Context: an optimization exercise on an open-source flow, tuned for small area. The choices shown serve that exercise and are no tape-out recipe. Only simulation tests tie the RTL to the original design; equivalence was not proved. Power is estimated from default activity; no workload was simulated.

**flow/flow/run.sh**
```bash
#!/bin/bash
# Layout flow: the standard flow, with
#  - ABC mapping for area: ORFS's own scripts, copied, with abc_speed.script
#    replaced by flow/abc_speed.script (ORFS's speed script with area
#    recovery in &nf and without ABC's buffering and gate upsizing, which
#    placement undoes or repeats anyway); the synthesis is otherwise the
#    standard one, so the registers are the same;
#  - the port buffers made from the smallest buffer cell instead of the one
#    buffer_ports picks by default;
#  - a clock tree of larger clusters, without dummy loads.
# The make output goes to flow_make.log here.
set -euo pipefail
rm -rf scripts_alt
cp -r "$FLOW_HOME/scripts" scripts_alt
cp flow/abc_speed.script scripts_alt/abc_speed.script
bash standard.sh \
  "SCRIPTS_DIR=$PWD/scripts_alt" \
  "BUFFER_PORTS_ARGS=-buffer_cell sky130_fd_sc_hd__buf_1" \
  "CTS_ARGS=-sink_clustering_enable -repair_clock_nets -dont_use_dummy_load -buf_list {sky130_fd_sc_hd__clkbuf_16} -sink_clustering_size 30 -sink_clustering_max_diameter 60" \
  finish > flow_make.log 2>&1
```
**flow/flow/abc_speed.script**
```
strash
&get -n
&st
&dch
&nf -R 1000
&st
&syn2
&if -g -K 6
&synch2
&nf -R 1000
&st
&syn2
&if -g -K 6
&synch2
&nf -R 1000
&put
topo
stime -c
```
**flow/standard.sh**
```bash
#!/bin/bash
# synth_recipe.tcl (not shown) runs the flow's synth.tcl, then flattens the netlist and writes it again
# the make line also repeats each setting of config.mk as NAME=value (left out here)
make -C /OpenROAD-flow-scripts/flow DESIGN_CONFIG=/design/flow/config.mk WORK_HOME=/design/flow/orfs CLKGATE_MAP_FILE= SYNTH_SCRIPT=/design/flow/synth_recipe.tcl "${@:-finish}"
```
**flow/config.mk**
```make
export PLATFORM = sky130hd
export DESIGN_NAME = dk_core
export DESIGN_NICKNAME = dk_core
export VERILOG_FILES = /design/flow/design.v
export SDC_FILE = /design/flow/constraint.sdc
export NUM_CORES = 4
export LEC_CHECK = 0
export CAP_MARGIN = 5
export CORE_MARGIN = 2
export CORE_UTILIZATION = 55
export SLEW_MARGIN = 5
```
**flow/constraint.sdc**
```tcl
create_clock -name core_clock -period 30.0 [get_ports {clk}]
set_input_delay 6.0000 -clock core_clock [delete_from_list [all_inputs] [get_ports {clk}]]
set_output_delay 6.0000 -clock core_clock [all_outputs]
set_load 0.01 [all_outputs]
```
**flow/design.v**
```verilog
`timescale 1ns / 1ps
module rand_gen(
    input wire clk,
    input wire reset,
    input wire en,
    output reg [3:0] rand_out
    );
    function [3:0] lcg4(input [3:0] r);
        case (r)
            4'd0: lcg4 = 4'd9;    4'd1: lcg4 = 4'd6;    4'd2: lcg4 = 4'd3;    4'd3: lcg4 = 4'd0;
            4'd4: lcg4 = 4'd13;   4'd5: lcg4 = 4'd10;   4'd6: lcg4 = 4'd7;    4'd7: lcg4 = 4'd4;
            4'd8: lcg4 = 4'd1;    4'd9: lcg4 = 4'd14;   4'd10: lcg4 = 4'd11;  4'd11: lcg4 = 4'd8;
            4'd12: lcg4 = 4'd5;   4'd13: lcg4 = 4'd2;   4'd14: lcg4 = 4'd15;  default: lcg4 = 4'd12;
        endcase
    endfunction
    always @ (posedge clk) begin
        if (reset) rand_out <= 4'd1;
        else if (en) rand_out <= lcg4(rand_out);
    end
endmodule
`timescale 1ns / 1ps
module barrel(
    input wire clk,
    input wire reset,
    input wire en,
    input wire rst,
    input wire start,
    input wire game_over,
    input wire rand_match,
    output reg [9:0] x,
    output reg [8:0] y,
    output wire [1:0] state,
    output wire [2:0] animation_state
    );
    localparam BARREL_INITIAL = 2'b00,
               BARREL_ROLLING = 2'b01,
               BARREL_FALLING = 2'b10;
    reg sx;          
    reg [4:0] animation_counter;
    reg [1:0] st;
    reg [1:0] next_state;
    assign state = {st[1], st[0] & ~st[1]};
    wire y90  = y == 9'd90;
    wire y91  = y == 9'd91;
    wire y173 = y == 9'd173;
    wire y262 = y == 9'd262;
    wire y352 = y == 9'd352;
    wire y437 = y == 9'd437;
    wire x_right = x >= 10'd591;
    wire x_left  = x <= 10'd7;
    wire lad1 = x >= 10'd539 & x <= 10'd549;
    wire lad2 = x >= 10'd46  & x <= 10'd56;
    wire lad3 = x >= 10'd544 & x <= 10'd554;
    wire lad4 = x >= 10'd51  & x <= 10'd61;
    wire COLLATION_DOWN = y437 | ((y91 | y262) & ~x_right) | ((y173 | y352) & ~x_left);
    wire EN_FALL = (y91 & lad1) | (y173 & lad2) | (y262 & lad3) | (y352 & lad4);
    wire land = COLLATION_DOWN & ~EN_FALL;
    wire over = game_over | (y437 & x == 10'd561);
    wire turn = sx ? (x <= 10'd5) : (x >= 10'd608);
    wire st_init = st == 2'b00;
    wire st_roll = st == 2'b01;
    wire st_fall = st[1];
    wire sy = ~st[0];    
    wire load = reset | (en & st_init);
    wire x_step = en & st_roll & ~turn;
    wire y_step = en & st_fall & sy & ~land;
    wire a_step = en & (st_roll | st_fall);
    reg [9:0] x_next;
    reg [8:0] y_next;
    reg [4:0] a_next;
    reg c;
    integer i;
    always @(*) begin
        c = 1'b0;
        for (i = 0; i < 10; i = i + 1) begin
            x_next[i] = x[i] ^ ((i == 0) ? x_step : (x_step & sx)) ^ c;
            c = (x[i] & ((i == 0) ? x_step : (x_step & sx))) | (c & (x[i] ^ ((i == 0) ? x_step : (x_step & sx))));
        end
        c = y_step;
        for (i = 0; i < 9; i = i + 1) begin
            y_next[i] = y[i] ^ c;
            c = c & y[i];
        end
        c = a_step;
        for (i = 0; i < 5; i = i + 1) begin
            a_next[i] = animation_counter[i] ^ c;
            c = c & animation_counter[i];
        end
    end
    always @(posedge clk) begin
        x <= load ? 10'd203 : x_next;
        y <= load ? 9'd90 : y_next;
        animation_counter <= reset ? 5'd0 : a_next;
        if (reset) begin
            sx <= 1'b0;
            st <= 2'b00;
        end
        else if (en) begin
            st <= next_state;
            if (st_init) sx <= 1'b0;
            else if (st_roll & turn) sx <= ~sx;
        end
    end
    assign animation_state = st_fall ? {2'b10, ~animation_counter[4]}
                                                       : {1'b0, animation_counter[4:3]};
    always @(*) begin
        next_state = st;
        if (st_init) begin
            if (start & ~rst) next_state = 2'b01;
        end
        else if (rst | over) next_state = 2'b00;
        else if (st_roll) begin
            if (~COLLATION_DOWN | (EN_FALL & rand_match)) next_state = 2'b11;
        end
        else next_state = land ? 2'b01 : 2'b10;
    end
endmodule
`timescale 1ns / 1ps
module mario(
    input wire clk,
    input wire reset,
    input wire en,
    input wire rst,
    input wire start,
    input wire over,
    input wire [4:0] keydown,   
    output wire [9:0] x,
    output wire [8:0] y,
    output reg [9:0] xn,        
    output reg [8:0] yn,
    output reg [2:0] state,
    output reg [3:0] animation_state
    );
    localparam MARIO_INITIAL  = 3'b000,
               MARIO_FLYING   = 3'b001,
               MARIO_JUMPING  = 3'b010,
               MARIO_WALKING  = 3'b011,
               MARIO_STANDING = 3'b100,
               MARIO_DYING    = 3'b101,
               MARIO_CLAMPING = 3'b110;
    localparam MARIO_STAND       = 4'b0000,
               MARIO_WALK_LEFT1  = 4'b0001,
               MARIO_WALK_LEFT2  = 4'b0010,
               MARIO_WALK_LEFT3  = 4'b0011,
               MARIO_WALK_RIGHT1 = 4'b0100,
               MARIO_WALK_RIGHT2 = 4'b0101,
               MARIO_WALK_RIGHT3 = 4'b1110,
               MARIO_FLY_LEFT    = 4'b0110,
               MARIO_FLY_RIGHT   = 4'b0111,
               MARIO_CLAMP1      = 4'b1000,
               MARIO_CLAMP2      = 4'b1001,
               MARIO_DIE1        = 4'b1010,
               MARIO_DIE2        = 4'b1011,
               MARIO_DIE3        = 4'b1100,
               MARIO_DIE4        = 4'b1101;
    wire KEYUP    = keydown[0];
    wire KEYLEFT  = keydown[1];
    wire KEYRIGHT = keydown[2];
    wire KEYDOWN  = keydown[3];
    wire KEYJUMP  = keydown[4];
    function [12:0] add13(input [12:0] a, input [12:0] b);
        integer i;
        reg c;
        begin
            c = 1'b0;
            for (i = 0; i < 13; i = i + 1) begin
                add13[i] = a[i] ^ b[i] ^ c;
                c = (a[i] & b[i]) | (c & (a[i] ^ b[i]));
            end
        end
    endfunction
    function [9:0] add10(input [9:0] a, input [9:0] b);
        integer i;
        reg c;
        begin
            c = 1'b0;
            for (i = 0; i < 10; i = i + 1) begin
                add10[i] = a[i] ^ b[i] ^ c;
                c = (a[i] & b[i]) | (c & (a[i] ^ b[i]));
            end
        end
    endfunction
    function [4:0] inc5(input [4:0] v);
        integer i;
        reg c;
        begin
            c = 1'b1;
            for (i = 0; i < 5; i = i + 1) begin
                inc5[i] = v[i] ^ c;
                c = c & v[i];
            end
        end
    endfunction
    reg sx_nz, sx_neg;
    wire [9:0] SPEED_X = sx_nz ? (sx_neg ? 10'h3fc : 10'd4) : 10'd0;
    wire speed_x_pos = sx_nz & ~sx_neg;
    reg signed [9:0] vq;
    reg signed [4:0] vr;
    wire v_neg = vq[9] | vr[4];
    wire v_wrap = (vq == 10'sd409) & (vr >= 5'sd3);                        
    wire v_carry = v_neg ? (vq[9] & (vr >= -5'sd2) & (vr <= 5'sd0)) : (vr >= 5'sd7);
    wire [9:0] vq_inc = add10(vq, 10'd1);
    wire signed [9:0] vq_acc = v_wrap ? -10'sd409 : (v_carry ? vq_inc : vq);
    wire signed [4:0] vr_acc = v_wrap ? vr - 5'sd9 : (v_carry ? vr - 5'sd7 : vr + 5'sd3);
    wire [12:0] ys = add13({4'd0, y}, {{3{vq[9]}}, vq});
    wire [9:0]  xs = add10(x, SPEED_X);
    wire ys_hi0 = ys[12:9] == 4'd0;
    wire [8:0] ysl = ys[8:0];
    wire xs_l0 = xs >= 10'd217 && xs <= 10'd387;
    wire xs_l1 = xs < 10'd591;    
    wire xs_l2 = xs >= 10'd16;    
    wire COLLATION_DOWN = (y >= 9'd425 && y <= 9'd475) |
                          (x >= 10'd217 && x <= 10'd387 && y >= 9'd17 && y <= 9'd34) |
                          (x <= 10'd590 && y >= 9'd79  && y <= 9'd95) |
                          (x >= 10'd16  && y >= 9'd161 && y <= 9'd177) |
                          (x <= 10'd590 && y >= 9'd250 && y <= 9'd266) |
                          (x >= 10'd16  && y >= 9'd340 && y <= 9'd357);
    wire COLLATION_LEFT  = (x <= 10'd5) |
                           (x >= 10'd250 && x <= 10'd388 && y >= 9'd18  && y <= 9'd69) |
                           (x <= 10'd591 && y >= 9'd80  && y <= 9'd130) |
                           (x >= 10'd49  && y >= 9'd162 && y <= 9'd212) |
                           (x <= 10'd591 && y >= 9'd251 && y <= 9'd301) |
                           (x >= 10'd49  && y >= 9'd341 && y <= 9'd392) |
                           (y >= 9'd426 && y <= 9'd475);
    wire COLLATION_RIGHT = (x >= 10'd606) |
                           (x >= 10'd216 && x <= 10'd354 && y >= 9'd18  && y <= 9'd69) |
                           (x <= 10'd557 && y >= 9'd80  && y <= 9'd130) |
                           (x >= 10'd15  && y >= 9'd162 && y <= 9'd212) |
                           (x <= 10'd557 && y >= 9'd251 && y <= 9'd301) |
                           (x >= 10'd15  && y >= 9'd341 && y <= 9'd392) |
                           (y >= 9'd426 && y <= 9'd475);
    wire EN_CLAMP = (x >= 10'd301 && x <= 10'd399) |
                    (x >= 10'd541 && x <= 10'd555 && y >= 9'd78  && y <= 9'd162) |
                    (x >= 10'd48  && x <= 10'd62  && y >= 9'd160 && y <= 9'd251) |
                    (x >= 10'd546 && x <= 10'd560 && y >= 9'd249 && y <= 9'd341) |
                    (x >= 10'd53  && x <= 10'd67  && y >= 9'd339 && y <= 9'd426);
    wire [9:0] x_move = (xs < 10'd5) ? 10'd5 : (xs > 10'd606) ? 10'd606 : xs;
    wire x_stop = (xs < 10'd5) | (xs > 10'd606);
    reg [8:0] y_fly;
    always @(*) begin
        if (ys < 13'd5) y_fly = 9'd5;
        else if (ys_hi0 && ysl > 9'd53  && ysl < 9'd70  && xs_l0) y_fly = 9'd70;
        else if (ys_hi0 && ysl > 9'd115 && ysl < 9'd131 && xs_l1) y_fly = 9'd131;
        else if (ys_hi0 && ysl > 9'd197 && ysl < 9'd213 && xs_l2) y_fly = 9'd213;
        else if (ys_hi0 && ysl > 9'd286 && ysl < 9'd302 && xs_l1) y_fly = 9'd302;
        else if (ys_hi0 && ysl > 9'd376 && ysl < 9'd393 && xs_l2) y_fly = 9'd393;
        else if (ys_hi0 && ysl > 9'd461 && ysl < 9'd479) y_fly = 9'd479;
        else if (ys > 13'd425 && ys < 13'd8156) y_fly = 9'd425;
        else if (ys_hi0 && ysl > 9'd17  && ysl < 9'd34  && xs_l0) y_fly = 9'd17;
        else if (ys_hi0 && ysl > 9'd79  && ysl < 9'd95  && xs_l1) y_fly = 9'd79;
        else if (ys_hi0 && ysl > 9'd161 && ysl < 9'd177 && xs_l2) y_fly = 9'd161;
        else if (ys_hi0 && ysl > 9'd250 && ysl < 9'd266 && xs_l1) y_fly = 9'd250;
        else if (ys_hi0 && ysl > 9'd340 && ysl < 9'd357 && xs_l2) y_fly = 9'd340;
        else y_fly = ysl;
    end
    wire [8:0] y_up   = (y >= 9'd3 && y <= 9'd7) ? 9'd5 : y - 9'd3;
    wire [8:0] y_down = (y >= 9'd423 && y <= 9'd472) ? 9'd425 : y + 9'd3;
    assign x = ~xn;
    assign y = ~yn;
    reg [2:0] next_state;
    reg [4:0] animation_counter;
    reg last_direction;
    always @(posedge clk) begin
      if (reset) begin
        xn <= ~(10'd450);
        yn <= ~(9'd425);
        sx_nz <= 1'b0;
        sx_neg <= 1'b0;
        vq <= 10'sd0;
        vr <= 5'sd0;
        state <= MARIO_INITIAL;
        animation_counter <= 5'd0;
        last_direction <= 1'b1;
      end
      else if (en) begin
        state <= next_state;
        case (state)
            MARIO_INITIAL: begin
                xn <= ~(10'd450);
                yn <= ~(9'd425);
            end
            MARIO_JUMPING: begin
                vq <= -10'sd5;
                vr <= 5'sd0;
            end
            MARIO_FLYING: begin
                animation_counter <= inc5(animation_counter);
                yn <= ~(y_fly);
                xn <= ~(x_move);
                if (x_stop) sx_nz <= 1'b0;
                vq <= vq_acc;
                vr <= vr_acc;
            end
            MARIO_WALKING: begin
                animation_counter <= inc5(animation_counter);
                vq <= 10'sd0;
                vr <= 5'sd0;
                sx_nz <= 1'b1;
                sx_neg <= KEYLEFT;
                if (KEYLEFT) last_direction <= 1'b1;
                else if (KEYRIGHT) last_direction <= 1'b0;
                xn <= ~(x_move);
            end
            MARIO_STANDING: begin
                sx_nz <= 1'b0;
                vq <= 10'sd0;
                vr <= 5'sd0;
            end
            MARIO_DYING: begin
                animation_counter <= inc5(animation_counter);
                sx_nz <= 1'b0;
                vq <= 10'sd0;
                vr <= 5'sd0;
            end
            MARIO_CLAMPING: begin
                sx_nz <= 1'b0;
                vq <= 10'sd0;
                vr <= 5'sd0;
                if (KEYUP | KEYDOWN) begin
                    animation_counter <= inc5(animation_counter);
                    yn <= ~(KEYUP ? y_up : y_down);
                end
            end
            default: ;
        endcase
      end
    end
    always @(*) begin
        case (state)
            MARIO_FLYING: animation_state = last_direction ? MARIO_FLY_LEFT : MARIO_FLY_RIGHT;
            MARIO_WALKING: begin
                if (speed_x_pos) animation_state = animation_counter[2] ? MARIO_WALK_RIGHT3 :
                                                   animation_counter[3] ? MARIO_WALK_RIGHT2 : MARIO_WALK_RIGHT1;
                else animation_state = animation_counter[2] ? MARIO_WALK_LEFT3 :
                                       animation_counter[3] ? MARIO_WALK_LEFT2 : MARIO_WALK_LEFT1;
            end
            MARIO_DYING: case (animation_counter[4:3])
                2'b00: animation_state = MARIO_DIE1;
                2'b01: animation_state = MARIO_DIE2;
                2'b10: animation_state = MARIO_DIE3;
                default: animation_state = MARIO_DIE4;
            endcase
            MARIO_CLAMPING: animation_state = ((KEYDOWN | KEYUP) & animation_counter[2]) ? MARIO_CLAMP2 : MARIO_CLAMP1;
            default: animation_state = last_direction ? MARIO_WALK_LEFT3 : MARIO_WALK_RIGHT3;
        endcase
    end
    always @(*) begin
        next_state = state;
        case (state)
            MARIO_INITIAL: next_state = (start & ~rst) ? MARIO_STANDING : MARIO_INITIAL;
            MARIO_JUMPING: next_state = rst ? MARIO_INITIAL : over ? MARIO_DYING : MARIO_FLYING;
            MARIO_FLYING: begin
                if (rst) next_state = MARIO_INITIAL;
                else if (over) next_state = MARIO_DYING;
                else if (COLLATION_DOWN & ~v_neg) next_state = MARIO_STANDING;
            end
            MARIO_WALKING: begin
                if (rst) next_state = MARIO_INITIAL;
                else if (over) next_state = MARIO_DYING;
                else if (~COLLATION_DOWN) next_state = MARIO_FLYING;
                else if (KEYJUMP) next_state = MARIO_JUMPING;
                else if ((KEYUP | KEYDOWN) & EN_CLAMP) next_state = MARIO_CLAMPING;
                else if (~KEYLEFT & ~KEYRIGHT) next_state = MARIO_STANDING;
            end
            MARIO_STANDING: begin
                if (rst) next_state = MARIO_INITIAL;
                else if (over) next_state = MARIO_DYING;
                else if (~COLLATION_DOWN) next_state = MARIO_FLYING;
                else if (KEYJUMP) next_state = MARIO_JUMPING;
                else if ((KEYUP | KEYDOWN) & EN_CLAMP) next_state = MARIO_CLAMPING;
                else if (KEYLEFT | KEYRIGHT) next_state = MARIO_WALKING;
            end
            MARIO_DYING: if (rst) next_state = MARIO_INITIAL;
            MARIO_CLAMPING: begin
                if (rst) next_state = MARIO_INITIAL;
                else if (over) next_state = MARIO_DYING;
                else if (COLLATION_DOWN & KEYJUMP) next_state = MARIO_JUMPING;
                else if (KEYLEFT & ~COLLATION_LEFT) next_state = MARIO_WALKING;
                else if (KEYRIGHT & ~COLLATION_RIGHT) next_state = MARIO_WALKING;
                else if (~EN_CLAMP) next_state = MARIO_STANDING;
            end
            default: ;
        endcase
    end
endmodule
`timescale 1ns / 1ps
module kong(
    input wire clk,
    input wire reset,
    input wire en,
    input wire rst,
    input wire start,
    input wire over,
    output reg [3:0] drop_count,   
    output reg state,
    output reg [1:0] animation_state
    );
    localparam KONG_INITIAL = 1'b0,
               KONG_PLAYING = 1'b1;
    localparam KONG_NORMAL = 2'b00,
               KONG_GET    = 2'b01,
               KONG_HOLD   = 2'b10,
               KONG_DROP   = 2'b11;
    reg [2:0] animation_counter;   
    reg [5:0] clk_div;             
    always @(posedge clk) begin
      if (reset) begin
        state <= KONG_INITIAL;
        clk_div <= 6'd0;
      end
      else if (en) begin
        state <= state ? ~(rst | over) : (start & ~rst);
        clk_div <= clk_div + 1'b1;
      end
    end
    always @(posedge clk) begin
      if (reset) begin
        animation_state <= KONG_NORMAL;
        drop_count <= 4'd0;
        animation_counter <= 3'd0;
      end
      else if (en && clk_div == 6'b011111) begin
        if (state == KONG_INITIAL) animation_state <= KONG_NORMAL;
        else begin
            case (animation_state)
                KONG_GET: animation_state <= KONG_HOLD;
                KONG_HOLD: animation_state <= KONG_DROP;
                KONG_DROP: begin
                    animation_state <= KONG_NORMAL;
                    drop_count <= drop_count + 1'b1;
                end
                KONG_NORMAL: begin
                    if (animation_counter == 3'b101) begin
                        animation_counter <= 3'd0;
                        animation_state <= KONG_GET;
                    end
                    else animation_counter <= animation_counter + 1'b1;
                end
            endcase
        end
      end
    end
endmodule
`timescale 1ns / 1ps
module queue(
    input wire clk,
    input wire reset,
    input wire en,
    input wire state,
    output reg animation_state
    );
    reg [4:0] animation_counter;
    always @(posedge clk) begin
      if (reset) begin
        animation_state <= 1'b1;
        animation_counter <= 5'd0;
      end
      else if (en) begin
        if (state) begin
            animation_state <= ~animation_counter[4];
            animation_counter <= animation_counter + 1'b1;
        end
        else animation_state <= 1'b1;
      end
    end
endmodule
`timescale 1ns / 1ps
module state_fsm(
    input wire clk,
    input wire reset,
    input wire start,
    input wire restart,
    input wire over,
    input wire success,
    output reg [1:0] state
    );
    localparam GAME_INITIAL = 2'b00,   
               GAME_RUNNING = 2'b01,
               GAME_OVER    = 2'b10,
               GAME_SUCCESS = 2'b11;
    reg [1:0] next_state;
    always @ (posedge clk) begin
        if (reset) state <= GAME_INITIAL;   
        else state <= next_state;
    end
    always@ (*) begin   
        next_state = state;
        case (state)
            GAME_INITIAL: begin
                if (start & ~restart)
                    next_state = GAME_RUNNING;
            end
            GAME_RUNNING: begin
                if (over) begin
                    next_state = GAME_OVER;
                end
                else if (restart) begin
                    next_state = GAME_INITIAL;
                end
                else if (success) begin
                    next_state = GAME_SUCCESS;
                end
            end
            GAME_OVER: begin
                if (restart) begin
                    next_state = GAME_INITIAL;
                end
            end
            GAME_SUCCESS: begin
                if(restart) begin
                    next_state = GAME_INITIAL;
                end
            end
        endcase
    end
endmodule
`timescale 1ns / 1ps
module WelStateControl(
	 input wire clk,
	 input wire reset,
	 input wire start,
	 input wire [4:0] movement,
    output reg [1:0] state
    );
	localparam Welcome_choice1 = 2'b00,
              Welcome_choice2 = 2'b01,
              Acknowledge   =   2'b10,
				  StartRunning  =   2'b11; 
	reg [1:0] next_state;
	always @ (posedge clk) begin
        if (reset) state <= 2'b00;
        else state <= next_state;
   end
	always@ (*) begin
		if(start == 1)begin 
			  next_state = state;
			  case (state)
					Welcome_choice1: 
					begin
						 if (movement[4]) next_state = StartRunning;
						 else if(movement[3]) next_state = Welcome_choice2; 
					end
					Welcome_choice2:
					begin
						 if (movement[4]) next_state = Acknowledge;
						 else if (movement[0]) next_state = Welcome_choice1;
					end
					Acknowledge: 
					begin
						 if (movement[1]) next_state = Welcome_choice2;
					end
			  endcase
		 end
		 else next_state = Welcome_choice1;
    end
endmodule
`timescale 1ns / 1ps
module score(
    input wire clk,
    input wire rst,             
    input wire same_floor,
    input wire intersection,
    input wire mario_jumping,
    output wire goal,           
    output wire wrap            
);
    localparam [1:0] S_IDLE = 2'd0, S_OVER = 2'd1, S_GOAL = 2'd2;
    reg [1:0] state;
    reg [10:0] cnt;             
    wire fb = cnt[10] ^ cnt[8] ^ (cnt[9:0] == 10'd0);
    wire [10:0] cnt_next = {cnt[9:0], fb};
    assign goal = state == S_GOAL;
    assign wrap = goal & (cnt == 11'b10000000000);
    always @(posedge clk) begin
        if (rst) begin
            state <= S_IDLE;
            cnt <= 11'd0;
        end
        else begin
            if (goal) cnt <= cnt_next;
            case (state)
                S_OVER: state <= ~same_floor ? S_IDLE :
                                 intersection ? S_OVER :
                                 mario_jumping ? S_GOAL : S_IDLE;
                S_GOAL: state <= S_IDLE;
                default: state <= (same_floor & intersection) ? S_OVER : S_IDLE;
            endcase
        end
    end
endmodule
module score_total(
    input wire clk,
    input wire rst,
    input wire [15:0] goal,
    input wire [15:0] wrap,
    output reg [19:0] score_dec     
);
    function [1:0] fa(input a, input b, input c);
        fa = {(a & b) | (c & (a ^ b)), a ^ b ^ c};
    endfunction
    function [4:0] pop16(input [15:0] v);
        reg [1:0] a0, a1, a2, a3, a4, b0, b1, b2, d0, d1, d2, e0, e1, e2;
        begin
            a0 = fa(v[0], v[1], v[2]);     a1 = fa(v[3], v[4], v[5]);
            a2 = fa(v[6], v[7], v[8]);     a3 = fa(v[9], v[10], v[11]);
            a4 = fa(v[12], v[13], v[14]);
            b0 = fa(a0[0], a1[0], a2[0]);  b1 = fa(a3[0], a4[0], v[15]);
            b2 = fa(a0[1], a1[1], a2[1]);
            d0 = fa(b0[0], b1[0], 1'b0);
            d1 = fa(b0[1], b1[1], b2[0]);
            d2 = fa(a3[1], a4[1], d0[1]);
            e0 = fa(d1[0], d2[0], 1'b0);
            e1 = fa(b2[1], d1[1], d2[1]);
            e2 = fa(e1[0], e0[1], 1'b0);
            pop16 = {e1[1] & e2[1], e1[1] ^ e2[1], e2[0], e0[0], d0[0]};
        end
    endfunction
    function [4:0] dadd(input [3:0] a, input [3:0] b, input ci);
        reg [1:0] f0, f1, f2, f3;
        reg [3:0] s;
        reg z;
        begin
            f0 = fa(a[0], b[0], ci);
            f1 = fa(a[1], b[1], f0[1]);
            f2 = fa(a[2], b[2], f1[1]);
            f3 = fa(a[3], b[3], f2[1]);
            s = {f3[0], f2[0], f1[0], f0[0]};
            z = f3[1] | (s[3] & (s[2] | s[1]));    
            dadd = {z, s[3] ^ (z & (s[2] | s[1])), s[2] ^ (z & ~s[1]), s[1] ^ z, s[0]};
        end
    endfunction
    function [4:0] dinc(input [3:0] a, input ci);
        reg nine;
        begin
            nine = a[3] & a[0];    
            if (ci & nine) dinc = 5'b10000;
            else dinc = {1'b0, a[3] ^ (ci & a[2] & a[1] & a[0]), a[2] ^ (ci & a[1] & a[0]), a[1] ^ (ci & a[0]), a[0] ^ ci};
        end
    endfunction
    function [19:0] wrap_nines(input [4:0] w);
        case (w)
            5'd0:  wrap_nines = 20'h99999; 5'd1:  wrap_nines = 20'h97951; 5'd2:  wrap_nines = 20'h95903; 5'd3:  wrap_nines = 20'h93855;
            5'd4:  wrap_nines = 20'h91807; 5'd5:  wrap_nines = 20'h89759; 5'd6:  wrap_nines = 20'h87711; 5'd7:  wrap_nines = 20'h85663;
            5'd8:  wrap_nines = 20'h83615; 5'd9:  wrap_nines = 20'h81567; 5'd10: wrap_nines = 20'h79519; 5'd11: wrap_nines = 20'h77471;
            5'd12: wrap_nines = 20'h75423; 5'd13: wrap_nines = 20'h73375; 5'd14: wrap_nines = 20'h71327; 5'd15: wrap_nines = 20'h69279;
            default: wrap_nines = 20'h67231;
        endcase
    endfunction
    function [4:0] bin_dec(input [4:0] n);
        case (n)
            5'd10: bin_dec = 5'h10; 5'd11: bin_dec = 5'h11; 5'd12: bin_dec = 5'h12; 5'd13: bin_dec = 5'h13;
            5'd14: bin_dec = 5'h14; 5'd15: bin_dec = 5'h15; 5'd16: bin_dec = 5'h16;
            default: bin_dec = n;
        endcase
    endfunction
    wire [4:0] n_goal = pop16(goal);
    wire [4:0] n_wrap = pop16(wrap);
    wire [19:0] wk = wrap_nines(n_wrap);
    wire [4:0] ng = bin_dec(n_goal);
    wire [4:0] s0 = dadd(score_dec[3:0], ng[3:0], 1'b0);
    wire [4:0] s1 = dadd(score_dec[7:4], {3'd0, ng[4]}, s0[4]);
    wire [4:0] s2 = dinc(score_dec[11:8], s1[4]);
    wire [4:0] s3 = dinc(score_dec[15:12], s2[4]);
    wire [4:0] s4 = dinc(score_dec[19:16], s3[4]);
    wire [4:0] t0 = dadd(s0[3:0], wk[3:0], 1'b1);
    wire [4:0] t1 = dadd(s1[3:0], wk[7:4], t0[4]);
    wire [4:0] t2 = dadd(s2[3:0], wk[11:8], t1[4]);
    wire [4:0] t3 = dadd(s3[3:0], wk[15:12], t2[4]);
    wire [4:0] t4 = dadd(s4[3:0], wk[19:16], t3[4]);
    always @(posedge clk) begin
        if (rst) score_dec <= 20'd0;
        else score_dec <= {t4[3:0], t3[3:0], t2[3:0], t1[3:0], t0[3:0]};
    end
endmodule
`timescale 1ns / 1ps
module dk_core(
	input wire clk,
	input wire reset,
	input wire tick_fast,
	input wire tick_slow,
	input wire [4:0] keys,
	input wire [1:0] SW,
	output wire [1:0] game_state,
	output wire [1:0] menu_state,
	output wire [9:0] mario_x,
	output wire [8:0] mario_y,
	output wire [2:0] mario_state,
	output wire [3:0] mario_anim,
	output wire kong_state,
	output wire [1:0] kong_anim,
	output wire queue_state,
	output wire queue_anim,
	output wire [159:0] barrel_x_all,
	output wire [143:0] barrel_y_all,
	output wire [31:0] barrel_state_all,
	output wire [47:0] barrel_anim_all,
	output wire collision,
	output wire [23:0] score_bcd
    );
	localparam GAME_INITIAL = 2'b00,
	           GAME_RUNNING = 2'b01,
	           GAME_OVER    = 2'b10,
	           GAME_SUCCESS = 2'b11;
	wire over, success;
	wire [1:0] cur_state;
	wire [1:0] W_state;
	wire g_init = cur_state == GAME_INITIAL;
	wire g_run  = cur_state == GAME_RUNNING;
	wire g_over = cur_state == GAME_OVER;
	assign success = mario_y < 30 && (mario_x > 250 && mario_x < 350) && mario_state == 3'b100;
	state_fsm StateControl(.clk(clk), .reset(reset), .start(W_state[0] & W_state[1]), .restart(SW[1]),
	                       .over(over), .success(success), .state(cur_state));
	WelStateControl Wel00(.clk(clk), .reset(reset), .start(g_init), .movement(keys), .state(W_state));
	assign game_state = cur_state;
	assign menu_state = W_state;
	wire [9:0] mario_xn;   
	wire [8:0] mario_yn;   
	mario myMario(.clk(clk), .reset(reset), .en(tick_slow),
	              .rst(g_init), .start(g_run), .over(g_over),
	              .keydown(keys),
	              .x(mario_x), .y(mario_y), .xn(mario_xn), .yn(mario_yn),
	              .state(mario_state),
	              .animation_state(mario_anim));
	wire [3:0] drop_count;
	kong myKong(.clk(clk), .reset(reset), .en(tick_slow),
	            .rst(g_init), .start(g_run), .over(g_over),
	            .drop_count(drop_count),
	            .state(kong_state),
	            .animation_state(kong_anim));
	assign queue_state = kong_state;
	queue myQueue(.clk(clk), .reset(reset), .en(tick_slow),
	              .state(kong_state),
	              .animation_state(queue_anim));
	wire [3:0] rnd;
	rand_gen rg(.clk(clk), .reset(reset), .en(tick_fast), .rand_out(rnd));
	wire rand_match = rnd[3:2] == 2'b10;
	localparam BARREL_NUM_MAX = 16;
	wire score_rst = reset | g_init;
	wire mario_jumping = mario_state == 3'b001;
	wire mario_low_ok = mario_y < 9'd476;
	wire [15:0] barrel_collision;
	wire [15:0] goal;
	wire [15:0] wrap;
	generate
		genvar i;
		for (i = 0; i < BARREL_NUM_MAX; i = i + 1) begin: barrel_generator
			wire [9:0] bx;
			wire [8:0] by;
			wire [1:0] bs;
			wire [2:0] ba;
			barrel myBarrel(.clk(clk), .reset(reset), .en(tick_fast),
			                .rst(g_init),
			                .start(g_run & (drop_count == i)),
			                .game_over(g_over),
			                .rand_match(rand_match),
			                .x(bx), .y(by), .state(bs), .animation_state(ba));
			wire collision_i, same_floor, intersection;
			barrel_rel myRel(.bx(bx), .by(by), .bs(bs), .mario_xn(mario_xn), .mario_yn(mario_yn),
			                 .mario_low_ok(mario_low_ok),
			                 .collision(collision_i), .same_floor(same_floor), .intersection(intersection));
			assign barrel_collision[i] = collision_i;
			score myScore(.clk(clk), .rst(score_rst),
			              .same_floor(same_floor), .intersection(intersection),
			              .mario_jumping(mario_jumping),
			              .goal(goal[i]), .wrap(wrap[i]));
			assign barrel_x_all[10*i +: 10] = bx;
			assign barrel_y_all[9*i +: 9] = by;
			assign barrel_state_all[2*i +: 2] = bs;
			assign barrel_anim_all[3*i +: 3] = ba;
		end
	endgenerate
	wire [19:0] score_dec;
	score_total myTotal(.clk(clk), .rst(score_rst), .goal(goal), .wrap(wrap), .score_dec(score_dec));
	assign score_bcd = {4'd0, score_dec};
	assign collision = |barrel_collision;
	reg [6:0] coll_run;
	reg coll_full;
	always @(posedge clk) begin
		if (reset) begin
			coll_run <= 7'd0;
			coll_full <= 1'b0;
		end
		else if (tick_slow) begin
			if (~collision) begin
				coll_run <= 7'd0;
				coll_full <= 1'b0;
			end
			else begin
				coll_run <= {coll_run[5:0], coll_run[6] ^ coll_run[5] ^ (coll_run[5:0] == 6'd0)};
				if (coll_run == 7'b1000000) coll_full <= 1'b1;   
			end
		end
	end
	assign over = (~SW[0]) & (coll_full | (mario_x < 183 && mario_y < 114));
endmodule
module barrel_rel(
	input wire [9:0] bx,
	input wire [8:0] by,
	input wire [1:0] bs,
	input wire [9:0] mario_xn,    
	input wire [8:0] mario_yn,    
	input wire mario_low_ok,      
	output wire collision,
	output wire same_floor,
	output wire intersection
	);
	function [10:0] add11(input [10:0] a, input [10:0] b);
		integer j;
		reg c;
		begin
			c = 1'b0;
			for (j = 0; j < 11; j = j + 1) begin
				{c, add11[j]} = {1'b0, a[j]} + {1'b0, b[j]} + {1'b0, c};
			end
		end
	endfunction
	wire [10:0] ex = add11({1'b0, bx}, {1'b1, mario_xn});
	wire [10:0] ey11 = add11({2'b0, by}, {2'b11, mario_yn});
	wire [9:0]  ey = ey11[9:0];
	wire ex_pos = ex[10:6] == 5'b00000;    
	wire ex_neg = ex[10:6] == 5'b11111;    
	wire ey_pos = ey[9:7] == 3'b000;       
	wire ey_neg = ey[9:7] == 3'b111;       
	wire falling = bs == 2'b10;
	wire rolling = bs == 2'b01;
	wire ex_0_32  = ex_pos && ex[5:0] <= 6'd32;                     
	wire ex_m32_m1 = ex_neg && ex[5:0] >= 6'd32;                    
	wire ex_m42_m1 = ex_neg && ex[5:0] >= 6'd22;                    
	wire ex_m42_m10 = ex_neg && ex[5:0] >= 6'd22 && ex[5:0] <= 6'd54;   
	wire y_hit = (ey_pos && ey[6:0] <= 7'd34) || (ey_neg && ey[6:0] >= 7'd104);
	wire x_roll = ex_0_32 | ex_m32_m1;
	wire x_fall = ex_0_32 | ex_m42_m10;
	assign collision = y_hit & ((rolling & x_roll) | (falling & x_fall));
	assign same_floor = mario_low_ok && ey_pos && ey[6:0] >= 7'd7 && ey[6:0] <= 7'd71;
	assign intersection = ex_0_32 | (falling ? ex_m42_m1 : ex_m32_m1);
endmodule
```
==> qor.csv, run 1 <==
metric,value,unit
synth_area,0.05190,mm2
ctsResizeCount,0,
synth_top_area_share,28.66,%
synth_area_leaders,"dfxtp_1 (29%), fa_1 (18%), ha_1 (8.3%)",
critPathMaxFanout,13,
die_h,311.2,um
yosys.area.top_type,dfxtp_1,
crit_buf_inv,17,
fmax,65.18,MHz
final_antenna_net_count,0,
worstPathArrival,15.86,ns
clock_path_buffers,3,
cp.required,30.52,ns
cts_made_buffers,78,
yosys_most_used_dff,dfxtp_1,
dp_slack,14.62,ns
postSynthAreaPerCell,9.040,um2
htreeDepth,3,
maxCapViolations,0,
grt_pass1_vias,42439,
cellPowerDensity,33.80,mW/mm2
dpl-instance-area,0.05526,mm2
drt-total-wl,157300,um
ys_ff_latch,743,
max_stage_delay,0.59,ns
drc_errors,0,
holdWs,0.4811,ns
grt_max_degree,108,
die-area,0.09683,mm2
viasPerCell,5.920,
vias,44598,
post-cts-setup-buffers,0,
start_kind,flip-flop,
cts.sinks,743,
mostFrequentLayoutCell,dfxtp_1,
status,finished clean,
fp.coreArea,0.09347,mm2
synth_cells,5741,
grt_util_all_layers,32.18,%
yosysSeqAreaShare,28.66,%
critPathSlowestCell,ha_1,
tritoncts,yes,
crit_family,adder cells,
fin_setup_tns,0,ns
antenna_found_initial,1,
slew_violations,0,
io_pins,455,
path_class,flip-flop to flip-flop,
wl_per_cell,20.87,um
async_flop_share,0,%
finalCriticalPeriod,15.34,ns
io_buffers,450,
synth_edf_count,0,
dr.pass1.iters,7,
synthDistinctLibCells,73,
nets,7092,
fin_cells,7534,
hold_viol,0,
clk_pin_slew_worst_paths,0.06,ns
worstHoldPathType,flip-flop to flip-flop,
place_inst,7454,
dp.final_hpwl,118700,um
layout_setup_ws,14.66,ns
start_util,55.52,%
insertion_delay,0.66,ns
min_period_over_period,51.14,%
stdcell_area,0.05722,mm2
cp-end-kind,flip-flop,
skew,0.07114,ns
gp_congestion,0.9244,
ir_drop,0.00004045,V
num_rows,112,
leakage,20.66,nW
setup_viol,0,
syn_to_final_growth,10.25,%
drive_above_1_share,2.405,%
first_iter_violations,3683,
max_slew_margin,20.47,%
final_cell_mix,"dfxtp_1 (737), nor2_1 (642), clkinv_1 (541)",
yosysWarnings,11,
fp.dieW,311.2,um
grt_overflow,0,
tightest_slew,1.178,ns
cts.hold.buffers_added,0,
grt_pass1_wl,246000,um
rsz0062_at_grt,false,
ctsRootBufferMaster,clkbuf_16,
worst_path_most_repeated_cell,fa_1,
-- worst paths after layout --
| check | start | end | slack (ns) | cells past startpoint |
|---|---|---|---|---|
| setup / recovery | barrel_generator[4].myScore.state[0] | myTotal.score_dec[18] | 14.66 | 60 |
| hold / removal | myQueue.animation_counter[1] | myQueue.animation_counter[1] | 0.48 | 2 |
| setup reg to reg | barrel_generator[4].myScore.state[0] | myTotal.score_dec[18] | 14.66 | 60 |
| hold reg to reg | myQueue.animation_counter[1] | myQueue.animation_counter[1] | 0.48 | 2 |
-- flip-flops by register name (all words and copies together) (netlist names), 10 cells and up --
name	cells
barrel_generator.myBarrel.sx	16
barrel_generator.myScore.cnt	176
myMario.xn	10
barrel_generator.myScore.state	32
barrel_generator.myBarrel.y	144
barrel_generator.myBarrel.st	32
myMario.vq	10
barrel_generator.myBarrel.x	160
myTotal.score_dec	20
barrel_generator.myBarrel.animation_counter	80
-- layout make-up --
class	instances	area, um2
Tap cell	1254	1569
Sequential cell	743	14880
Inverter	555	2083
Timing Repair Buffer	494	2027
Fill cell	8426	36250
Multi-Input combinational cell	4408	34700
Antenna cell	2	5.005
Clock buffer	78	1952
-- synthesized netlist by cell type (20+ instances only) --
library cell and number:
nand2_1 406, nand3b_1 37, nand4_1 93, xor2_1 29, or3_1 139, or4_1 39
a211oi_1 62, nor3b_1 33, buf_4 37, a22oi_1 29, o22ai_1 36, nand3_1 167
xnor2_1 92, o21ai_0 214, nor4_1 117, clkinv_1 555, nand4b_1 20, a21oi_1 222
dfxtp_1 743, nor3_1 191, mux2i_1 217, nor2b_1 138, and3_1 22, a31oi_1 69
fa_1 457, nor2_1 643, ha_1 344, and2_0 153, o31ai_1 30, nand2b_1 96
-- cell families after synthesis --
family,share of synthesized area (%)
buf+inv,4.557
flops,28.66
mux,4.424
compound gates,11.16
simple gates,23.22
xor+xnor,2.042
other cells,0.007226
fa+ha+maj,25.92
-- where the power goes --
part | internal [mW] | total, mW | switching [mW]
clock network | 0.454 | 0.839 | 0.385
logic | 0.0310 | 0.101 | 0.0703
registers | 0.989 | 0.994 | 0.00428
total | 1.47 | 1.93 | 0.460
-- routing by layer --
layer	share of wire (%)	global-route usage, %	routed length (um)
met5	0	0	0
met4	3.4	9.903	5331
met3	7.3	5.832	11540
met2	46	52.04	71790
met1	44	43.90	68600
-- stage by stage --
step | total power [mW] | util [%]
final | 1.934 | 61.21
after global routing | 1.995 | 61.21
after CTS | 1.950 | 61.21
after detailed placement | 1.115 | 59.12
after global placement | 1.114 | 59.12
after floorplan | 1.074 | -
-- worst register-to-register path: cells and delay by family (launching register included) --
kind / cells / cell delay (ns)
buffers and inverters: 17 / 1.52
AO/OA/AOI/OAI: 8 / 1.57
AND/OR/NAND/NOR: 2 / 0.37
flip-flops: 1 / 0.32
XOR/XNOR: 1 / 0.11
adder cells (fa/ha/maj): 32 / 11.36
==> run 2, diff against run 1 <==
--- a/flow/flow/run.sh
+++ b/flow/flow/run.sh
@@ -18,3 +18,3 @@
   "BUFFER_PORTS_ARGS=-buffer_cell sky130_fd_sc_hd__buf_1" \
-  "CTS_ARGS=-sink_clustering_enable -repair_clock_nets -dont_use_dummy_load -buf_list {sky130_fd_sc_hd__clkbuf_16} -sink_clustering_size 30 -sink_clustering_max_diameter 60" \
+  "CTS_ARGS=-sink_clustering_enable -repair_clock_nets -dont_use_dummy_load -buf_list {sky130_fd_sc_hd__clkbuf_8} -sink_clustering_size 20 -sink_clustering_max_diameter 60" \
   finish > flow_make.log 2>&1
--- a/flow/config.mk
+++ b/flow/config.mk
@@ -9,3 +9,3 @@
 export CORE_MARGIN = 2
-export CORE_UTILIZATION = 55
+export CORE_UTILIZATION = 70
 export SLEW_MARGIN = 5
==> qor.csv, run 2 <==
metric,value,unit,change
status,finished clean,,
grt_util_met1,50.34,%,+6.4 points
synth-xor-area-share,2.042,%,unchanged
final_cell_mix,"dfxtp_1 (737), nor2_1 (642), clkinv_1 (541)",,
insertion_delay,0.78,ns,+0.12 ns
regToRegSetupSlack,14.40,ns,-0.26 ns
synthDistinctLibCells,73,,unchanged
grt_util_met2,62.56,%,+11 points
yosysSeqAreaShare,28.66,%,unchanged
final_antenna_net_count,0,,unchanged
critPathSlowestCell,fa_1,,
cp-end-kind,flip-flop,,
min_period_over_period,52.00,%,+0.85 points
internal_power,1.197,mW,-19%
p_switching,404.4,uW,-12%
swShare,25.26,%,+1.5 points
setup_viol,0,,unchanged
wl_per_cell,20.82,um,-0.27%
ctsRootBufferMaster,clkbuf_8,,
leakage,20.11,nW,-2.6%
io_pins,455,,unchanged
yosys_most_used_dff,dfxtp_1,,
grt_overflow,0,,unchanged
start_kind,flip-flop,,
synth_fa_ha_area_share,25.92,%,unchanged
synth_area_leaders,"dfxtp_1 (29%), fa_1 (18%), ha_1 (8.3%)",,
synth-compound-area-share,11.16,%,unchanged
yosys.area.top_type,dfxtp_1,,
synthMuxAreaShare,4.424,%,unchanged
synth_top_family_by_area,adder cells,,
tightest_slew,1.145,ns,-0.03295 ns
ir_drop,0.00004301,V,+6.3%
ys_ff_latch,743,,unchanged
vias,45825,,+2.8%
path_class,flip-flop to flip-flop,,
ctsResizeCount,0,,unchanged
yosysWarnings,11,,unchanged
timing.rr.start,barrel_generator[4].myScore.state[0],,
dr.pass1.iters,6,,-1
maxCapViolations,0,,unchanged
reg2reg_depth,60,,unchanged
clk_pin_slew_worst_paths,0.11,ns,+0.05 ns
whs_path_depth,2,,unchanged
fin_cells,7219,,-4.2%
fin_setup_tns,0,ns,unchanged
die_h,276.3,um,-11%
hold_viol,0,,unchanged
grt_pass1_vias,44767,,+5.5%
slew_violations,0,,unchanged
max_stage_delay,0.60,ns,about the same
dp.final_hpwl,112800,um,-5.0%
synthSimpleGateAreaFrac,23.22,%,unchanged
skew,0.1106,ns,+0.03946 ns
clkPwrFrac,31.7,%,-12 points
syn_to_final_growth,7.337,%,
grt_max_degree,152,,+41%
tritoncts,yes,,
r2r-end,myTotal.score_dec[18],,
grt_util_all_layers,38.91,%,+6.7 points
die-area,0.07633,mm2,-21%
cp.required,30.51,ns,about the same
use_met3,7.605,%,+1.8 points
synth_top_area_share,28.66,%,unchanged
holdPathEnd,barrel_generator[8].myScore.cnt[6],,
synth_cells,5741,,unchanged
fp.coreArea,0.07321,mm2,-22%
min_from,barrel_generator[8].myScore.cnt[5],,
io_buffers,450,,unchanged
pwr-share-comb,6.3,%,+1.1 points
cts.sinks,743,,unchanged
largest_register,barrel_generator.myScore.cnt,,
mostFrequentLayoutCell,dfxtp_1,,
cts_made_buffers,60,,-23%
fmax,64.10,MHz,-1.6%
worst_path_most_repeated_cell,fa_1,,
first_iter_violations,4040,,+9.7%
critPathMaxFanout,13,,unchanged
grt_pass1_wl,238200,um,-3.2%
nets,7070,,-0.31%
num_rows,99,,-12%
viasPerCell,6.348,,+7.2%
clock_path_buffers,3,,unchanged
place_inst,7155,,-4.0%
gp_congestion,0.9724,,+5.2%
rsz0062_at_grt,false,,
htreeDepth,2,,-1
largest_register_ffs,176,,unchanged
fp.dieW,276.3,um,-11%
yosys-top-cells-count,"dfxtp_1 (743), nor2_1 (643), clkinv_1 (555), fa_1 (457), nand2_1 (406)",,
postSynthAreaPerCell,9.040,um2,unchanged
synth_edf_count,0,,unchanged
antenna_found_initial,4,,+3
synth.most_common_cell,dfxtp_1,,
worstPathArrival,16.11,ns,+0.25 ns
post-cts-setup-buffers,0,,unchanged
sequentialPowerShare,62.0,%,+11 points
cts.hold.buffers_added,0,,unchanged
cellPowerDensity,28.74,mW/mm2,-15%
synth_area,0.05190,mm2,unchanged
start_util,70.89,%,+15 points
largestRegisters,"barrel_generator.myScore.cnt x176, barrel_generator.myBarrel.x x160, barrel_generator.myBarrel.y x144",,
grt_most_used_layer,met2,,
max_slew_margin,23.53,%,+3.1 points
async_flop_share,0,%,unchanged
drive_above_1_share,2.062,%,-0.34 points
drc_errors,0,,unchanged
drt-total-wl,150300,um,-4.4%
finalCriticalPeriod,15.60,ns,+0.2563 ns
worstHoldPathType,flip-flop to flip-flop,,
run 2: cell counts after synthesis:
Identical to the previous run, type by type.
run 2: critical path: cells and delay by family, from the launching register on:
family	cells	cell delay (ns)
buffers and inverters	17	1.53
adder cells (fa/ha/maj)	32	11.38
XOR/XNOR	1	0.11
AND/OR/NAND/NOR	2	0.38
flip-flops	1	0.33
AO/OA/AOI/OAI	8	1.61
run 2: cell families (layout without fill, tap and decap cells):
kind of cell,Yosys count,after routing
and+or+nand+nor,2360,2360
xor gates and xnor gates,121,121
AOI/OAI and AO/OA,897,897
other,1,8
DFF,743,743
buffers and inverters,593,1105
adders and majority gates,801,801
muxes,225,225
run 2: cell type report:
cell class | instances | area, um2
Antenna cell | 4 | 10.01
Clock buffer | 60 | 825.8
Fill cell | 5390 | 17500
Inverter | 555 | 2083
Multi-Input combinational cell | 4408 | 34690
Sequential cell | 743 | 14880
Tap cell | 959 | 1200
Timing Repair Buffer | 490 | 2009
run 2: per-layer routing:
metal,routed length (um),part of all wire (%)
met5,0,0
met4,8332,5.5
met3,13890,9.2
met2,68250,45
met1,59800,40
run 2: per-stage QoR:
step	utilization [%]	instance area, um2	power [mW]	setup WS, ns	hold slack (ns)
final	76.09	55700	1.601	14.40	0.4796
after global routing	76.08	55700	1.647	13.47	0.5125
after CTS	76.08	55690	1.603	14.45	0.4822
after detailed placement	74.95	54870	1.114	14.54	0.4701
after global placement	74.95	54870	1.111	15.10	0.4630
after floorplan	-	51910	1.074	15.45	0.4376
run 2: power by group through the flow:
stage	Clock, mW	Sequential (mW)	Combinational (mW)
floorplan	0	1.02	0.0583
global placement	0	1.02	0.0951
detailed placement	0	1.02	0.0978
CTS	0.512	0.993	0.0982
global route	0.542	0.994	0.111
finish	0.507	0.993	0.101
run 2: how the worst max path moves through the flow:
stage / depth (start not counted) / start / slack, ns / to
2_1_floorplan: 60 / barrel_generator[1].myScore.state[0] / 15.45 / myTotal.score_dec[18]
3_3_place_gp: 60 / barrel_generator[4].myScore.state[0] / 15.10 / myTotal.score_dec[18]
3_5_place_dp: 60 / barrel_generator[4].myScore.state[0] / 14.54 / myTotal.score_dec[18]
4_1_cts: 60 / barrel_generator[4].myScore.state[0] / 14.45 / myTotal.score_dec[18]
5_1_grt: 60 / barrel_generator[1].myScore.state[0] / 13.47 / myTotal.score_dec[18]
6_report: 60 / barrel_generator[4].myScore.state[0] / 14.40 / myTotal.score_dec[18]
==> run 3, diff against run 2 <==
--- a/flow/flow/run.sh
+++ b/flow/flow/run.sh
@@ -18,3 +18,3 @@
   "BUFFER_PORTS_ARGS=-buffer_cell sky130_fd_sc_hd__buf_1" \
-  "CTS_ARGS=-sink_clustering_enable -repair_clock_nets -dont_use_dummy_load -buf_list {sky130_fd_sc_hd__clkbuf_8} -sink_clustering_size 20 -sink_clustering_max_diameter 60" \
+  "CTS_ARGS=-sink_clustering_enable -repair_clock_nets -dont_use_dummy_load -buf_list {sky130_fd_sc_hd__clkbuf_8} -sink_clustering_size 16 -sink_clustering_max_diameter 50" \
   finish > flow_make.log 2>&1
--- a/flow/config.mk
+++ b/flow/config.mk
@@ -9,3 +9,3 @@
 export CORE_MARGIN = 2
-export CORE_UTILIZATION = 70
+export CORE_UTILIZATION = 55
 export SLEW_MARGIN = 5
==> qor.csv, run 3 <==
metric,value,unit,change
status,finished clean,,
fmax,64.92,MHz,+1.3%
timing.rr.start,barrel_generator[4].myScore.state[0],,
synth_area,0.05190,mm2,unchanged
maxCapViolations,0,,unchanged
synth_cells,5741,,unchanged
hold_viol,0,,unchanged
largestRegisters,"barrel_generator.myScore.cnt x176, barrel_generator.myBarrel.x x160, barrel_generator.myBarrel.y x144",,
drive_above_1_share,2.684,%,+0.62 points
tightest_slew,1.183,ns,+0.03848 ns
final_cell_mix,"dfxtp_1 (737), nor2_1 (642), clkinv_1 (541)",,
regToRegSetupSlack,14.60,ns,+0.20 ns
mostFrequentLayoutCell,dfxtp_1,,
gp_congestion,0.9244,,-4.9%
post-cts-setup-buffers,0,,unchanged
insertion_delay,0.77,ns,about the same
whs_path_depth,2,,unchanged
synth_edf_count,0,,unchanged
fin_setup_tns,0,ns,unchanged
die_h,311.2,um,+13%
synthDistinctLibCells,73,,unchanged
crit_family,adder cells,,
skew,0.06256,ns,-0.04804 ns
holdPathEnd,myMario.sx_neg,,
cts.sinks,743,,unchanged
synth_area_leaders,"dfxtp_1 (29%), fa_1 (18%), ha_1 (8.3%)",,
post-route-util,60.54,%,-16 points
internal_power,1.301,mW,+8.7%
pwr-share-comb,5.8,%,-0.5 points
cp.required,30.62,ns,+0.11 ns
worstPathArrival,16.02,ns,-0.09 ns
synth_top_area_share,28.66,%,unchanged
async_flop_share,0,%,unchanged
drt-total-wl,157100,um,+4.5%
final_antenna_net_count,0,,unchanged
die-area,0.09683,mm2,+27%
postSynthAreaPerCell,9.040,um2,unchanged
wl_per_cell,20.80,um,about the same
ir_drop,0.00002891,V,-33%
max_slew_margin,20.10,%,-3.4 points
synth.most_common_cell,dfxtp_1,,
min_from,myMario.sx_neg,,
yosys.area.top_type,dfxtp_1,,
syn_to_final_growth,9.036,%,
grt_max_degree,108,,-29%
slew_violations,0,,unchanged
largest_register_ffs,176,,unchanged
ys_ff_latch,743,,unchanged
yosysSeqAreaShare,28.66,%,unchanged
start_kind,flip-flop,,
p_switching,437.3,uW,+8.1%
reg2reg_depth,60,,unchanged
start_util,55.52,%,-15 points
grt_pass1_vias,42477,,-5.1%
path_class,flip-flop to flip-flop,,
crit_buf_inv,17,,unchanged
drc_errors,0,,unchanged
antenna_found_initial,2,,-2
fp.dieW,311.2,um,+13%
finalCriticalPeriod,15.40,ns,-0.1963 ns
fin_cells,7552,,+4.6%
io_buffers,450,,unchanged
worst_path_most_repeated_cell,fa_1,,
cellPowerDensity,30.71,mW/mm2,+6.9%
clkPwrFrac,37.0,%,+5.3 points
yosys_most_used_dff,dfxtp_1,,
vias,44622,,-2.6%
place_inst,7454,,+4.2%
io_pins,455,,unchanged
nets,7110,,+0.57%
rsz0062_at_grt,false,,
critPathSlowestCell,ha_1,,
r2r-end,myTotal.score_dec[18],,
num_rows,112,,+13%
htreeDepth,3,,+1
fp.coreArea,0.09347,mm2,+28%
yosysWarnings,11,,unchanged
grt_util_all_layers,32.16,%,-6.7 points
critPathMaxFanout,13,,unchanged
first_iter_violations,3749,,-7.2%
cts.hold.buffers_added,0,,unchanged
max_stage_delay,0.59,ns,about the same
grt_overflow,0,,unchanged
leakage,20.39,nW,+1.4%
swShare,25.16,%,-0.10 points
sequentialPowerShare,57.2,%,-4.8 points
grt_pass1_wl,245900,um,+3.2%
clk_pin_slew_worst_paths,0.06,ns,-0.05 ns
dp.final_hpwl,118700,um,+5.2%
dr.pass1.iters,8,,+2
clock_path_buffers,3,,unchanged
tritoncts,yes,,
setup_viol,0,,unchanged
viasPerCell,5.909,,-6.9%
ctsResizeCount,0,,unchanged
worstHoldPathType,flip-flop to flip-flop,,
yosys-top-cells-count,"dfxtp_1 (743), nor2_1 (643), clkinv_1 (555), fa_1 (457), nand2_1 (406)",,
cts_made_buffers,96,,+60%
ctsRootBufferMaster,clkbuf_8,,
cp-end-kind,flip-flop,,
min_period_over_period,51.34,%,-0.65 points
fill_cells,8521,,+58%
largest_register,barrel_generator.myScore.cnt,,
[run 3: worst reg2reg max path, delay by kind of cell (launching register included)]
family | cells | cell delay (ns)
adders and majority gates | 32 | 11.37
DFF | 1 | 0.32
xor gates and xnor gates | 1 | 0.11
AOI/OAI and AO/OA | 8 | 1.58
and+or+nand+nor | 2 | 0.37
buffers and inverters | 17 | 1.53
[run 3: area by class of cell]
class | instances | area, um2 | area share, %
timing repair buffer | 494 | 2027 | 3.582
tap | 1254 | 1569 | 2.773
inverter | 555 | 2083 | 3.682
multi-input combinational | 4408 | 34700 | 61.32
sequential | 743 | 14880 | 26.30
antenna | 2 | 5.005 | 0.008845
clock buffer | 96 | 1321 | 2.335
[run 3: metal layers]
metal	share of wire [%]	routed length [um]	track usage, %	vias up
met2	45	71470	51.66	1531
li1	-	-	-	21255
met1	44	69440	44.05	21556
met4	3.5	5516	10.62	0
met5	0	0	0	-
met3	6.8	10680	5.605	280
[run 3: kinds of logic after synthesis]
family	Yosys count	share of synthesized area (%)
AO/OA/AOI/OAI	897	11.16
XOR/XNOR	121	2.042
adder cells (fa/ha/maj)	801	25.92
buffers and inverters	593	4.557
flip-flops	743	28.66
multiplexers	225	4.424
other	1	0.007226
AND/OR/NAND/NOR	2360	23.22
[run 3: through the flow]
stage | hold WS [ns] | instance area [um2] | worst slack (ns) | power (mW)
2_1_floorplan | 0.4376 | 51910 | 15.45 | 1.074
3_3_place_gp | 0.4664 | 55260 | 14.98 | 1.114
3_5_place_dp | 0.4754 | 55260 | 14.62 | 1.115
4_1_cts | 0.4856 | 56580 | 14.64 | 1.757
5_1_grt | 0.5175 | 56580 | 13.78 | 1.803
6_report | 0.4843 | 56590 | 14.60 | 1.738
[run 3: how the worst max path moves through the flow]
stage	to	depth (start not counted)	slack (ns)	from
after floorplan	myTotal.score_dec[18]	60	15.45	barrel_generator[1].myScore.state[0]
after global placement	myTotal.score_dec[18]	60	14.98	barrel_generator[4].myScore.state[0]
after detailed placement	myTotal.score_dec[18]	60	14.62	barrel_generator[4].myScore.state[0]
after CTS	myTotal.score_dec[18]	60	14.64	barrel_generator[4].myScore.state[0]
after global routing	myTotal.score_dec[18]	60	13.78	barrel_generator[4].myScore.state[0]
final	myTotal.score_dec[18]	60	14.60	barrel_generator[4].myScore.state[0]
[run 3: power groups by stage]
stage | clock network (mW) | registers (mW) | logic [mW]
5_1_grt | 0.698 | 0.993 | 0.112
3_5_place_dp | 0 | 1.02 | 0.0998
2_1_floorplan | 0 | 1.02 | 0.0583
4_1_cts | 0.664 | 0.993 | 0.100
6_report | 0.644 | 0.993 | 0.101
3_3_place_gp | 0 | 1.02 | 0.0985
==> run 4, diff against run 3 <==
--- a/flow/design.v
+++ b/flow/design.v
@@ -160,3 +160,3 @@
     wire KEYJUMP  = keydown[4];
-    function [12:0] add13(input [12:0] a, input [12:0] b);
+    function [10:0] add11(input [10:0] a, input [10:0] b);
         integer i;
@@ -165,4 +165,4 @@
             c = 1'b0;
-            for (i = 0; i < 13; i = i + 1) begin
-                add13[i] = a[i] ^ b[i] ^ c;
+            for (i = 0; i < 11; i = i + 1) begin
+                add11[i] = a[i] ^ b[i] ^ c;
                 c = (a[i] & b[i]) | (c & (a[i] ^ b[i]));
@@ -204,5 +204,5 @@
     wire signed [4:0] vr_acc = v_wrap ? vr - 5'sd9 : (v_carry ? vr - 5'sd7 : vr + 5'sd3);
-    wire [12:0] ys = add13({4'd0, y}, {{3{vq[9]}}, vq});
+    wire [10:0] ys = add11({2'd0, y}, {vq[9], vq});
     wire [9:0]  xs = add10(x, SPEED_X);
-    wire ys_hi0 = ys[12:9] == 4'd0;
+    wire ys_hi0 = ys[10:9] == 2'd0;       
     wire [8:0] ysl = ys[8:0];
@@ -240,3 +240,3 @@
     always @(*) begin
-        if (ys < 13'd5) y_fly = 9'd5;
+        if (ys_hi0 && ysl < 9'd5) y_fly = 9'd5;
         else if (ys_hi0 && ysl > 9'd53  && ysl < 9'd70  && xs_l0) y_fly = 9'd70;
@@ -247,3 +247,3 @@
         else if (ys_hi0 && ysl > 9'd461 && ysl < 9'd479) y_fly = 9'd479;
-        else if (ys > 13'd425 && ys < 13'd8156) y_fly = 9'd425;
+        else if ((~ys[10] && ys[9:0] > 10'd425) || (ys[10] && ys[9:0] < 10'd988)) y_fly = 9'd425;   
         else if (ys_hi0 && ysl > 9'd17  && ysl < 9'd34  && xs_l0) y_fly = 9'd17;
==> flow/flow/run.sh (replaced) <==
#!/bin/bash
# Layout flow: the standard flow, with
#  - ABC mapping for area: ORFS's own scripts, copied, with abc_speed.script
#    replaced by flow/abc_speed.script (ORFS's speed script with area
#    recovery in &nf, two more choice-and-map rounds, and without ABC's
#    buffering and gate upsizing, which placement undoes or repeats
#    anyway); ABC maps only the logic between the registers, so the
#    registers are the standard synthesis's;
#  - the port buffers made from the smallest buffer cell instead of the one
#    buffer_ports picks by default;
#  - a clock tree of larger clusters, without dummy loads.
# The make output goes to flow_make.log here.
set -euo pipefail
rm -rf scripts_alt
cp -r "$FLOW_HOME/scripts" scripts_alt
cp flow/abc_speed.script scripts_alt/abc_speed.script
bash standard.sh \
  "SCRIPTS_DIR=$PWD/scripts_alt" \
  "BUFFER_PORTS_ARGS=-buffer_cell sky130_fd_sc_hd__buf_1" \
  "CTS_ARGS=-sink_clustering_enable -repair_clock_nets -dont_use_dummy_load -buf_list {sky130_fd_sc_hd__clkbuf_8} -sink_clustering_size 20 -sink_clustering_max_diameter 50" \
  finish > flow_make.log 2>&1
--- a/flow/flow/abc_speed.script
+++ b/flow/flow/abc_speed.script
@@ -15,2 +15,8 @@
 &nf -R 1000
+&st
+&dch -f
+&nf -R 2000
+&st
+&dch -f
+&nf -R 2000
 &put
--- a/flow/config.mk
+++ b/flow/config.mk
@@ -9,3 +9,3 @@
 export CORE_MARGIN = 2
-export CORE_UTILIZATION = 55
+export CORE_UTILIZATION = 70
 export SLEW_MARGIN = 5
==> qor.csv, run 4 <==
metric,value,unit,change
mostFrequentLayoutCell,dfxtp_1,,
max_stage_delay,0.60,ns,about the same
io_buffers,450,,unchanged
fp.coreArea,0.07185,mm2,-23%
ctsRootBufferMaster,clkbuf_8,,
crit_family,adder cells,,
grt_util_all_layers,39.23,%,+7.1 points
grt_max_degree,100,,-7.4%
ys_ff_latch,743,,unchanged
tightest_slew,1.251,ns,+0.06841 ns
largest_register,barrel_generator.myScore.cnt,,
path_class,flip-flop to flip-flop,,
dp.final_hpwl,111400,um,-6.2%
drt-total-wl,148000,um,-5.8%
post-route-util,76.62,%,+16 points
layout_setup_ws,14.45,ns,-0.1485 ns
synth_fa_ha_area_share,26.32,%,+0.40 points
synth.most_common_cell,dfxtp_1,,
async_flop_share,0,%,unchanged
setup_viol,0,,unchanged
ctsResizeCount,0,,unchanged
die_h,273.9,um,-12%
dr.pass1.iters,8,,unchanged
fin_setup_tns,0,ns,unchanged
rsz0062_at_grt,false,,
grt_overflow,0,,unchanged
clk_pin_slew_worst_paths,0.11,ns,+0.05 ns
io_pins,455,,unchanged
status,finished clean,,
max_slew_margin,16.57,%,-3.5 points
final_antenna_net_count,0,,unchanged
critPathMaxFanout,13,,unchanged
min_period_over_period,51.84,%,+0.50 points
post-cts-setup-buffers,0,,unchanged
clock_path_buffers,3,,unchanged
stdcell_area,0.05505,mm2,-2.7%
yosys.area.top_type,dfxtp_1,,
synth_area,0.05101,mm2,-1.7%
skew,0.08442,ns,+0.02186 ns
insertion_delay,0.71,ns,-0.06 ns
drc_errors,0,,unchanged
synth_top_family_by_area,adder cells,,
start_kind,flip-flop,,
fp.dieW,273.9,um,-12%
drive_above_1_share,2.412,%,-0.27 points
dp_slack,14.61,ns,-0.01290 ns
vias,45146,,+1.2%
yosysSeqAreaShare,29.16,%,+0.50 points
synthSimpleGateAreaFrac,23.33,%,+0.10 points
cts_made_buffers,77,,-20%
crit_buf_inv,16,,-1
cp-end-kind,flip-flop,,
synth-compound-area-share,11.80,%,+0.64 points
grt_pass1_wl,232600,um,-5.4%
finalCriticalPeriod,15.55,ns,+0.1485 ns
ir_drop,0.00004253,V,+47%
wl_per_cell,20.64,um,-0.79%
synthMuxAreaShare,3.181,%,-1.2 points
fmax,64.30,MHz,-0.95%
grt_pass1_vias,43528,,+2.5%
synth_edf_count,0,,unchanged
hold_viol,0,,unchanged
tritoncts,yes,,
start_util,70.99,%,+15 points
cts.hold.buffers_added,0,,unchanged
viasPerCell,6.296,,+6.5%
first_iter_violations,3701,,-1.3%
yosysWarnings,11,,unchanged
die-area,0.07505,mm2,-22%
htreeDepth,3,,unchanged
cp.required,30.53,ns,-0.09 ns
postSynthAreaPerCell,8.979,um2,-0.67%
antenna_found_initial,3,,+1
slew_violations,0,,unchanged
cellPowerDensity,30.39,mW/mm2,-1.1%
power.total,1.673,mW,-3.7%
largestRegisters,"barrel_generator.myScore.cnt x176, barrel_generator.myBarrel.x x160, barrel_generator.myBarrel.y x144",,
worst_path_most_repeated_cell,fa_1,,
synth_cells,5681,,-1.0%
nets,7031,,-1.1%
synth_area_leaders,"dfxtp_1 (29%), fa_1 (18%), ha_1 (8.4%)",,
final_cell_mix,"dfxtp_1 (737), nor2_1 (682), clkinv_1 (521)",,
largest_register_ffs,176,,unchanged
synth_top_area_share,29.16,%,+0.50 points
yosys-top-cells-count,"dfxtp_1 (743), nor2_1 (683), clkinv_1 (536), fa_1 (457), nand2_1 (365)",,
maxCapViolations,0,,unchanged
synth-xor-area-share,1.700,%,-0.34 points
synthDistinctLibCells,72,,-1.4%
num_rows,98,,-13%
worstHoldPathType,flip-flop to flip-flop,,
yosys_most_used_dff,dfxtp_1,,
leakage,20.10,nW,-1.4%
cts.sinks,743,,unchanged
worstPathArrival,16.08,ns,+0.06 ns
gp_congestion,0.9702,,+5.0%
syn_to_final_growth,7.928,%,
critPathSlowestCell,fa_1,,
dpl-instance-area,0.05399,mm2,-2.3%
-- run 4: changes by cell type in the layout (fill, tap and decap cells not counted), sizes merged, moves of 32 or more --
cell / previous run / this run
mux2i: 217 / 161
nand2: 406 / 365
nor4: 117 / 85
nor2: 643 / 683
nor3: 191 / 243
a21oi: 222 / 276
-- run 4: final cells by class --
type | count | area (um2)
Antenna cell | 2 | 5.005
Timing Repair Buffer | 496 | 2041
Inverter | 536 | 2012
Sequential cell | 743 | 14880
Multi-Input combinational cell | 4367 | 33870
Fill cell | 5351 | 16800
Clock buffer | 77 | 1060
Tap cell | 950 | 1189
-- run 4: report_power, final --
part	leakage, nW	switching [mW]	internal (mW)
clock network	0.554	0.337	0.228
logic	13.6	0.0769	0.0316
registers	5.99	0.00813	0.991
total	20.1	0.422	1.25
-- run 4: worst paths after layout --
path	startpoint	end	slack (ns)	cells past startpoint
hold / removal	barrel_generator[0].myScore.cnt[2]	barrel_generator[0].myScore.cnt[3]	0.45	2
setup / recovery	barrel_generator[10].myScore.state[1]	myTotal.score_dec[18]	14.45	62
hold reg to reg	barrel_generator[0].myScore.cnt[2]	barrel_generator[0].myScore.cnt[3]	0.45	2
setup reg to reg	barrel_generator[10].myScore.state[1]	myTotal.score_dec[18]	14.45	62
-- run 4: through the flow --
| step | hold slack [ns] | std cells |
|---|---|---|
| after global placement | 0.4587 | 7092 |
| final | 0.4540 | 7171 |
| after floorplan | 0.4384 | 5684 |
| after detailed placement | 0.4672 | 7092 |
| after CTS | 0.4574 | 7169 |
| after global routing | 0.4949 | 7170 |
-- run 4: cell families after synthesis --
group,after synthesis
mux,162
buf+inv,574
simple gates,2364
compound gates,939
fa+ha+maj,799
xor+xnor,99
flops,743
other cells,1
-- run 4: worst register-to-register path, delay by kind of cell, from the launching register on --
kind / cells / cell delay (ns)
compound gates: 6 / 1.32
xor+xnor: 1 / 0.11
fa+ha+maj: 32 / 11.19
buf+inv: 16 / 1.39
flops: 1 / 0.34
simple gates: 7 / 1.01
-- run 4: per-layer routing --
layer | part of all wire, % | up-vias | GRT usage (%) | routed length (um)
li1 | - | 20941 | - | -
met1 | 40 | 21559 | 50.78 | 58460
met2 | 45 | 2166 | 62.95 | 67100
met3 | 9.6 | 478 | 8.381 | 14260
met4 | 5.5 | 2 | 18.56 | 8169
met5 | 0.0088 | - | 0 | 13

==> afterwards: timing with drivers on the ports <==
Ports are ideal in the flow. The routed layouts listed here were re-timed in OpenROAD.
Step 1: set_driving_cell puts a clkbuf_16 on clk and a buf_2 on each other input, an assumption about the parent block.
Step 2, shift: input delay + t, output delay - t, t = (earliest + latest rising clock arrival at the registers) / 2. This alone moves slack from input paths to output paths.
a / b / c = ideal ports / drivers / drivers and shift; a / b = the first two.
run	t, ns	slack for setup (ns)
run 1	0.706	14.657 / 14.657 / 14.657
run 2	0.791	14.400 / 14.400 / 14.400
run 3	0.813	14.597 / 14.597 / 14.597
run 4	0.744	14.448 / 14.448 / 14.448
After both steps setup and hold are still met in every run listed.
